Context: an optimization exercise on an open-source flow, tuned for small area and a short achievable clock period. The choices shown serve that exercise and are no tape-out recipe.
Only simulation tests tie the RTL to the original design; equivalence was not proved.

==> trial 60 <==
## component
module component (
    input  wire         clk,
    input  wire         rst,
    input  wire [31:0]  fifo1_data_in,
    input  wire [31:0]  fifo2_data_in,
    input  wire [31:0]  fifo3_data_in,
    input  wire         fifo1_write_en,
    input  wire         fifo2_write_en,
    input  wire         fifo3_write_en,
    input  wire         fifo1_read_en,
    input  wire         fifo2_read_en,
    input  wire         fifo3_read_en,
    output wire [31:0]  result_out,
    output wire         fifo1_empty,
    output wire         fifo2_empty,
    output wire         fifo3_empty,
    output wire         fifo1_full,
    output wire         fifo2_full,
    output wire         fifo3_full
);
==> module fifo, before the edit <==
module fifo #(
    parameter DATA_WIDTH = 32
) (
    input  wire                   clk,
    input  wire                   rst,
    input  wire                   wr_en,
    input  wire                   re_en,
    input  wire [DATA_WIDTH-1:0]  data_in,
    output wire [DATA_WIDTH-1:0]  next_head,
    output wire                   empty,
    output wire                   full
);
    localparam MDEPTH = 14;
    reg [DATA_WIDTH-1:0] memory [0:MDEPTH-1];
    reg [DATA_WIDTH-1:0] head;       
    reg [DATA_WIDTH-1:0] second;     
    reg [3:0] wr_ptr;
    reg [MDEPTH-1:0] rd_sel;         
    reg [4:0] count;
    reg empty_reg;
    reg full_reg;
    reg one_reg;                     
    reg two_reg;                     
    reg many_reg;                    
    integer i;
    wire wr_fire = wr_en && !full_reg;
    wire rd_fire = re_en && !empty_reg;
    wire ld_din  = wr_en && (empty_reg || (re_en && one_reg));
    wire ld_sec  = re_en && (two_reg || many_reg);
    wire sec_din = wr_en && ((one_reg && !re_en) || (two_reg && re_en));
    wire pop     = re_en && many_reg;
    wire push    = wr_fire && !ld_din && !sec_din;
    assign next_head = ld_din ? data_in : (ld_sec ? second : head);
    reg [DATA_WIDTH-1:0] mem_out;
    always @* begin
        mem_out = {DATA_WIDTH{1'b0}};
        for (i = 0; i < MDEPTH; i = i + 1)
            mem_out = mem_out | (memory[i] & {DATA_WIDTH{rd_sel[i]}});
    end
    wire [4:0] count_next = count + {4'd0, wr_fire} - {4'd0, rd_fire};
    always @ (posedge clk or posedge rst) begin
        if (rst) begin
            wr_ptr    <= 4'd0;
            rd_sel    <= {{(MDEPTH-1){1'b0}}, 1'b1};
            count     <= 5'd0;
            empty_reg <= 1'b1;
            full_reg  <= 1'b0;
            one_reg   <= 1'b0;
            two_reg   <= 1'b0;
            many_reg  <= 1'b0;
        end else begin
            if (push)
                wr_ptr <= (wr_ptr == MDEPTH - 1) ? 4'd0 : wr_ptr + 4'd1;
            if (pop)
                rd_sel <= {rd_sel[MDEPTH-2:0], rd_sel[MDEPTH-1]};
            count     <= count_next;
            empty_reg <= (count_next == 5'd0);
            full_reg  <= (count_next == 5'd16);
            one_reg   <= (count_next == 5'd1);
            two_reg   <= (count_next == 5'd2);
            many_reg  <= (count_next >= 5'd3);
        end
    end
    always @ (posedge clk) begin
        head <= next_head;
        if (sec_din)
            second <= data_in;
        else if (pop)
            second <= mem_out;
        if (push)
            memory[wr_ptr] <= data_in;
    end
    assign empty = empty_reg;
    assign full  = full_reg;
endmodule
==> flow/config.mk <==
export PLATFORM = sky130hd
export DESIGN_NAME = component
export DESIGN_NICKNAME = component
export VERILOG_FILES = /design/flow/design.v
export SDC_FILE = /design/flow/constraint.sdc
export NUM_CORES = 4
export LEC_CHECK = 0
export CAP_MARGIN = 20
export CORE_MARGIN = 2
export CORE_UTILIZATION = 45
export PLACE_DENSITY = 0.6
export SLEW_MARGIN = 20
==> flow/constraint.sdc <==
create_clock -name core_clock -period 13.0 [get_ports {clk}]
set_input_delay 2.6000 -clock core_clock [delete_from_list [all_inputs] [get_ports {clk}]]
set_output_delay 2.6000 -clock core_clock [all_outputs]
set_load 0.01 [all_outputs]
standard.sh (not shown) runs the stock make flow with config.mk's settings and CLKGATE_MAP_FILE= SYNTH_SCRIPT=/design/flow/synth_recipe.tcl, a recipe that flattens the netlist after the stock synthesis.
==> flow/flow/run.sh <==
#!/bin/bash
set -euo pipefail
MARGIN=${MARGIN:-6.3}
bash standard.sh \
  SETUP_SLACK_MARGIN=$MARGIN \
  "CTS_ARGS=-sink_clustering_enable -repair_clock_nets -dont_use_dummy_load -buf_list sky130_fd_sc_hd__clkbuf_16 -sink_clustering_size 24 -sink_clustering_max_diameter 90" \
  "BUFFER_PORTS_ARGS=-buffer_cell sky130_fd_sc_hd__buf_2" \
  finish > make_finish.log 2>&1
==> trial 82: changes against trial 60 <==
--- a/flow/design.v
+++ b/flow/design.v
@@ -28,3 +28,2 @@
     wire ld_din  = wr_en && (empty_reg || (re_en && one_reg));
-    wire ld_sec  = re_en && (two_reg || many_reg);
     wire sec_din = wr_en && ((one_reg && !re_en) || (two_reg && re_en));
@@ -32,3 +31,3 @@
     wire push    = wr_fire && !ld_din && !sec_din;
-    assign next_head = ld_din ? data_in : (ld_sec ? second : head);
+    assign next_head = ld_din ? data_in : (re_en ? second : head);
     reg [DATA_WIDTH-1:0] mem_out;
==> flow/flow/run.sh (replaced) <==
#!/bin/bash
set -euo pipefail
MARGIN=${MARGIN:-6.3}
bash standard.sh \
  SETUP_SLACK_MARGIN=$MARGIN \
  "CTS_ARGS=-sink_clustering_enable -repair_clock_nets -dont_use_dummy_load -buf_list sky130_fd_sc_hd__clkbuf_16 -sink_clustering_size 27 -sink_clustering_max_diameter 90" \
  "BUFFER_PORTS_ARGS=-buffer_cell sky130_fd_sc_hd__buf_2" \
  finish > make_finish.log 2>&1
CORE_UTILIZATION = 55   (was 45)
PLACE_DENSITY = 0.7   (was 0.6)
==> trial 67: changes against trial 60 <==
--- a/flow/design.v
+++ b/flow/design.v
@@ -17,3 +17,3 @@
     reg [3:0] wr_ptr;
-    reg [MDEPTH-1:0] rd_sel;         
+    reg [3:0] rd_ptr;
     reg [4:0] count;
@@ -37,3 +37,3 @@
         for (i = 0; i < MDEPTH; i = i + 1)
-            mem_out = mem_out | (memory[i] & {DATA_WIDTH{rd_sel[i]}});
+            mem_out = mem_out | (memory[i] & {DATA_WIDTH{rd_ptr == i}});
     end
@@ -43,3 +43,3 @@
             wr_ptr    <= 4'd0;
-            rd_sel    <= {{(MDEPTH-1){1'b0}}, 1'b1};
+            rd_ptr    <= 4'd0;
             count     <= 5'd0;
@@ -54,3 +54,3 @@
             if (pop)
-                rd_sel <= {rd_sel[MDEPTH-2:0], rd_sel[MDEPTH-1]};
+                rd_ptr <= (rd_ptr == MDEPTH - 1) ? 4'd0 : rd_ptr + 4'd1;
             count     <= count_next;
==> flow/flow/run.sh (replaced) <==
#!/bin/bash
set -euo pipefail
MARGIN=${MARGIN:-6.3}
bash standard.sh \
  SETUP_SLACK_MARGIN=$MARGIN \
  "CTS_ARGS=-sink_clustering_enable -repair_clock_nets -dont_use_dummy_load -buf_list sky130_fd_sc_hd__clkbuf_16 -sink_clustering_size 27 -sink_clustering_max_diameter 90" \
  "BUFFER_PORTS_ARGS=-buffer_cell sky130_fd_sc_hd__buf_2" \
  finish > make_finish.log 2>&1
CORE_UTILIZATION = 72   (was 45)
PLACE_DENSITY = 0.85   (was 0.6)
==> results_dict.tcl <==
set metrics [dict create \
    synth-async-reset-ratio 0.0468 \
    finished_core_util 0.493 \
    wl_met3_um 16100 \
    run_status "finished clean" \
    cts_buffers 91 \
    post-cts-setup-buffer-count 9 \
    timing_worst_slew_pin_value_ns 1.16 \
    route.met2.wl_um 106000 \
    post_synth_mux_area_share 0.0159 \
    clock_latency_ns 0.76 \
    grt_use_met2 0.414 \
    finish.instance_area_sq_um 84600 \
]
the above is filed under trial 60

==> results_dict.tcl <==
set metrics [dict create \
    run_status "finished clean" \
    synth-async-reset-ratio 0.0468 \
    finished_core_util 0.598 \
    timing_worst_slew_pin_value_ns 1.13 \
    cts_buffers 79 \
    clock_latency_ns 0.74 \
    grt_use_met2 0.455 \
    finish.instance_area_sq_um 83600 \
    route.met2.wl_um 97600 \
    post_synth_mux_area_share 0.0183 \
    die-width_um 380 \
    post-cts-setup-buffer-count 9 \
]
the above is filed under trial 82

==> results_dict.tcl <==
set metrics [dict create \
    run_status "finished clean" \
    route.met2.wl_um 100000 \
    post-cts-setup-buffer-count 11 \
    clock_latency_ns 0.73 \
    post_synth_mux_area_share 0.00995 \
    seqAreaFraction 0.608 \
    timing_worst_slew_pin_value_ns 1.30 \
    synth-async-reset-ratio 0.0306 \
    grt_use_met2 0.614 \
    finished_core_util 0.781 \
    wl_met3_um 30900 \
]
the above is filed under trial 67


========
==> v1: inputs <==
Another version of the RTL of component (not shown whole).
export LEC_CHECK = 0
export CAP_MARGIN = 20
export CORE_MARGIN = 2
export CORE_UTILIZATION = 45
export PLACE_DENSITY = 0.6
export SLEW_MARGIN = 20
create_clock -name core_clock -period 13.0 [get_ports {clk}]
==> flow/flow/run.sh <==
#!/bin/bash
set -euo pipefail
MARGIN=${MARGIN:-6}
bash standard.sh \
  SETUP_SLACK_MARGIN=$MARGIN \
  "CTS_ARGS=-sink_clustering_enable -repair_clock_nets -dont_use_dummy_load -buf_list sky130_fd_sc_hd__clkbuf_8" \
  "BUFFER_PORTS_ARGS=-buffer_cell sky130_fd_sc_hd__buf_2" \
  finish > make_finish.log 2>&1
==> v29: changes against v1 <==
==> flow/run.sh (new file) <==
#!/bin/bash
# synth_recipe.tcl (not shown) runs the flow's synth.tcl, then flattens the netlist and writes it again
# the make line also repeats each setting of config.mk as NAME=value (left out here)
make -C /OpenROAD-flow-scripts/flow DESIGN_CONFIG=/design/flow/config.mk WORK_HOME=/design/flow/orfs CLKGATE_MAP_FILE= SYNTH_SCRIPT=/design/flow/synth_recipe.tcl finish
Settings changed: SETUP_SLACK_MARGIN set to 5.
removed: flow/flow/run.sh
removed: flow/standard.sh
==> run summary <==
Slack of the worst reg-to-reg path: v1 7.34 ns; v29 7.01 ns
Count of cells resized by post-cts repair: v1 108; v29 51
Reg-to-Reg Start: v1 fifo1_inst.rd_sel[3]; v29 fifo1_inst.rd_sel[13]
Wire length of the first global-routing pass: v1 338,000 um; v29 338,000 um
Total GRT Usage: v1 26.1%; v29 26.0%
Area taken by flip-flops and latches: v1 50,800 um^2; v29 50,800 um^2
Stages on the worst setup path: v1 18; v29 16
Worst EP arrival: v1 5.41 ns; v29 5.35 ns
Share of final-layout standard cells stronger than drive strength 1: v1 14.6%; v29 10.6%
Clock buffer count: v1 311; v29 245
Worst setup path startpoint: v1 rows[44]; v29 rows[56]
Run status: v1 timing/DRC/antenna clean; v29 timing/DRC/antenna clean
Cell depth of the worst flop-to-flop path: v1 17; v29 15
Number of CTS-inserted buffers: v1 311; v29 180
Dpl hpwl: v1 132,000 um; v29 133,000 um
Utilization of the core after routing: v1 50.4%; v29 51.5%
Met3 track demand over resource in global routing: v1 5.52%; v29 4.86%
Non-clock buffers: v1 341; v29 322
Number of inverters outside the clock class in the layout: v1 621; v29 620
Placed Cells incl. Taps: v1 7,878; v29 7,887
Via density per instance: v1 5.88; v29 5.83
Fraction of cell area in non-clock buffers: v1 2.63%; v29 3.08%
Via Count: v1 48.5k; v29 48.1k

[separate check: timing with driven ports]
The flow's constraints put no driver on any port. The routed layouts listed below were extracted and timed again, unchanged, in two steps.
Step 1, drivers: a clkbuf_16 drives clk and a buf_2 each remaining input, both assumed.
Step 2 adds t to the input delays and takes it off the output delays; t is the mean of the earliest and latest rising clock arrival at the registers after step 1. Input paths then give back, and output paths get back, about the clock's delay inside the block.
Slacks: no drivers / after step 1 / after step 2; pairs: no drivers / after step 1.
run | t (ns) | slack for setup (ns) | latest minus earliest clock arrival (ns) | pins driven straight from the clock port
trial 60 | 0.799 | 6.296 / 6.208 / 5.626 | 0.096 / 0.095 | 1
trial 82 | 0.773 | 5.856 / 5.781 / 5.678 | 0.085 / 0.084 | 1
trial 67 | 0.754 | 6.210 / 6.131 / 5.635 | 0.106 / 0.107 | 1
v1 | 1.063 | 4.989 / 4.908 / 5.218 | 0.124 / 0.123 | 1
v29 | 0.908 | 5.049 / 4.960 / 4.573 | 0.064 / 0.064 | 1
After both steps setup and hold are still met in every run listed. The setup slack of trial 60, which loses most, moves by -0.088 ns with the drivers and by -0.670 ns with both steps.
